This design comes from an exercise in tuning for small area and a short achievable clock period on the open sky130 flow, not from production work.

## cordic_sqrt_pipelined
module cordic_sqrt_pipelined(
    input  wire clk,
    input  wire rst_n,
    input  wire start,
    input  wire signed [17:0] x_in,
    input  wire signed [17:0] y_in,
    output reg  signed [17:0] sqrt_out,
    output reg  done
);
    localparam N = 12;
    localparam LAT = N + 5;    
    reg signed [17:0] xr [0:N];
    reg signed [17:0] ya [0:N-1];
    reg               nr [0:N-1];
    wire signed [17:0] y0 = y_in[17] ? -y_in : y_in;    
    always @(posedge clk) begin
        xr[0] <= x_in[17] ? -x_in : x_in;
        ya[0] <= y0 ^ {18{y0[17]}};
        nr[0] <= y0[17];
    end
    genvar i;
    generate
        for (i = 0; i < N; i = i + 1) begin : st
            wire signed [17:0] x = xr[i];
            wire signed [17:0] a = ya[i];
            wire n = nr[i];
            wire [17:0] xn;
            bk_add #(18) ax (.a(x), .b(a >>> i), .ci(n), .s(xn));
            always @(posedge clk) xr[i+1] <= xn;
            if (i < N - 1) begin : yu
                wire [17:0] z;
                bk_add #(18) ay (.a(a), .b(~(x >>> i)), .ci(1'b1), .s(z));
                always @(posedge clk) begin
                    ya[i+1] <= z ^ {18{z[17]}};
                    nr[i+1] <= z[17] ^ n;
                end
            end
        end
    endgenerate
    wire signed [17:0] raw = xr[N];
    wire [17:0] o1 = raw >>> 1;
    wire [17:0] o2 = raw >>> 3;
    wire [17:0] o3 = ~(raw >>> 6);
    wire [17:0] o4 = ~(raw >>> 9);
    wire [17:0] c1s = o1 ^ o2 ^ o3;
  ...
export LEC_CHECK = 0
export ABC_AREA = 1
export CAP_MARGIN = 20
export CORE_MARGIN = 2
export CORE_UTILIZATION = 60
export CTS_CLUSTER_DIAMETER = 100
export CTS_CLUSTER_SIZE = 24
export SETUP_SLACK_MARGIN = 4.75
export SLEW_MARGIN = 20
export TNS_END_PERCENT = 0
create_clock -name core_clock -period 7.3 [get_ports {clk}]
standard.sh (not shown) runs the stock make flow with config.mk's settings and CLKGATE_MAP_FILE= SYNTH_SCRIPT=/design/flow/synth_recipe.tcl, a recipe that flattens the netlist after the stock synthesis.
==> flow/flow/run.sh <==
#!/bin/bash
# Standard layout with two changes:
#  - full adders are left to abc as plain gates (sky130 fa cells are added to
#    DONT_USE_CELLS; the platform's own list is repeated, since this replaces it);
#  - port buffers are buf_2 cells rather than the delay cells buffer_ports
#    picks by default.
# Output goes to standard.log.
DU=" sky130_fd_sc_hd__probe_p_8 sky130_fd_sc_hd__probec_p_8 sky130_fd_sc_hd__lpflow_bleeder_1 sky130_fd_sc_hd__lpflow_clkbufkapwr_1 sky130_fd_sc_hd__lpflow_clkbufkapwr_16 sky130_fd_sc_hd__lpflow_clkbufkapwr_2 sky130_fd_sc_hd__lpflow_clkbufkapwr_4 sky130_fd_sc_hd__lpflow_clkbufkapwr_8 sky130_fd_sc_hd__lpflow_clkinvkapwr_1 sky130_fd_sc_hd__lpflow_clkinvkapwr_16 sky130_fd_sc_hd__lpflow_clkinvkapwr_2 sky130_fd_sc_hd__lpflow_clkinvkapwr_4 sky130_fd_sc_hd__lpflow_clkinvkapwr_8 sky130_fd_sc_hd__lpflow_decapkapwr_12 sky130_fd_sc_hd__lpflow_decapkapwr_3 sky130_fd_sc_hd__lpflow_decapkapwr_4 sky130_fd_sc_hd__lpflow_decapkapwr_6 sky130_fd_sc_hd__lpflow_decapkapwr_8 sky130_fd_sc_hd__lpflow_inputiso0n_1 sky130_fd_sc_hd__lpflow_inputiso0p_1 sky130_fd_sc_hd__lpflow_inputiso1n_1 sky130_fd_sc_hd__lpflow_inputiso1p_1 sky130_fd_sc_hd__lpflow_inputisolatch_1 sky130_fd_sc_hd__lpflow_isobufsrc_1 sky130_fd_sc_hd__lpflow_isobufsrc_16 sky130_fd_sc_hd__lpflow_isobufsrc_2 sky130_fd_sc_hd__lpflow_isobufsrc_4 sky130_fd_sc_hd__lpflow_isobufsrc_8 sky130_fd_sc_hd__lpflow_isobufsrckapwr_16 sky130_fd_sc_hd__lpflow_lsbuf_lh_hl_isowell_tap_1 sky130_fd_sc_hd__lpflow_lsbuf_lh_hl_isowell_tap_2 sky130_fd_sc_hd__lpflow_lsbuf_lh_hl_isowell_tap_4 sky130_fd_sc_hd__lpflow_lsbuf_lh_isowell_4 sky130_fd_sc_hd__lpflow_lsbuf_lh_isowell_tap_1 sky130_fd_sc_hd__lpflow_lsbuf_lh_isowell_tap_2 sky130_fd_sc_hd__lpflow_lsbuf_lh_isowell_tap_4 #  sky130_fd_sc_hd__fa_1 sky130_fd_sc_hd__fa_2 sky130_fd_sc_hd__fa_4"
export BUFFER_PORTS_ARGS="-buffer_cell sky130_fd_sc_hd__buf_2"
bash standard.sh "DONT_USE_CELLS=$DU" "BUFFER_PORTS_ARGS=$BUFFER_PORTS_ARGS" finish > standard.log 2>&1
==> next run, changes <==
- SETUP_SLACK_MARGIN: 4.75 -> 4.65
After rerunning: The changed run finished with timing, DRC and antenna clean. Area after synthesis stays the same. Global-route usage barely changes. Die area stays the same. Sequential cell count stays the same. Setup slack gets worse by 0.064 ns.
No run of this note included a check of the RTL's function; only the layout flow was run.

separate check: timing with driven ports:
How much do the figures lean on ideal ports? The routed layouts below were timed once more, with nothing changed but the port constraints. Step 1: set_driving_cell puts a clkbuf_16 on clk and a buf_2 on each other input, an assumption about the parent block. Step 2 times the ports against the registers' clock, not the clock port: input delays grow and output delays shrink by t, the midpoint of the rising clock arrivals with the driver on. a / b / c = ideal ports / drivers / drivers and shift; a / b = the first two.
| run | shift t [ns] | setup WS [ns] | hold WS [ns] | worst register clock-pin slew, ns | pins driven straight from the clock port |
|---|---|---|---|---|---|
| the first run | 0.636 | 4.630 / 4.630 / 4.364 | 0.339 / 0.339 / 0.339 | 0.10 / 0.10 | 1 |
| the second run | 0.645 | 4.566 / 4.566 / 4.292 | 0.343 / 0.343 / 0.343 | 0.10 / 0.10 | 1 |
After both steps every run listed still meets setup and hold. The setup slack of the second run, which loses most, moves by 0.000 ns with the drivers and by -0.274 ns with both steps.
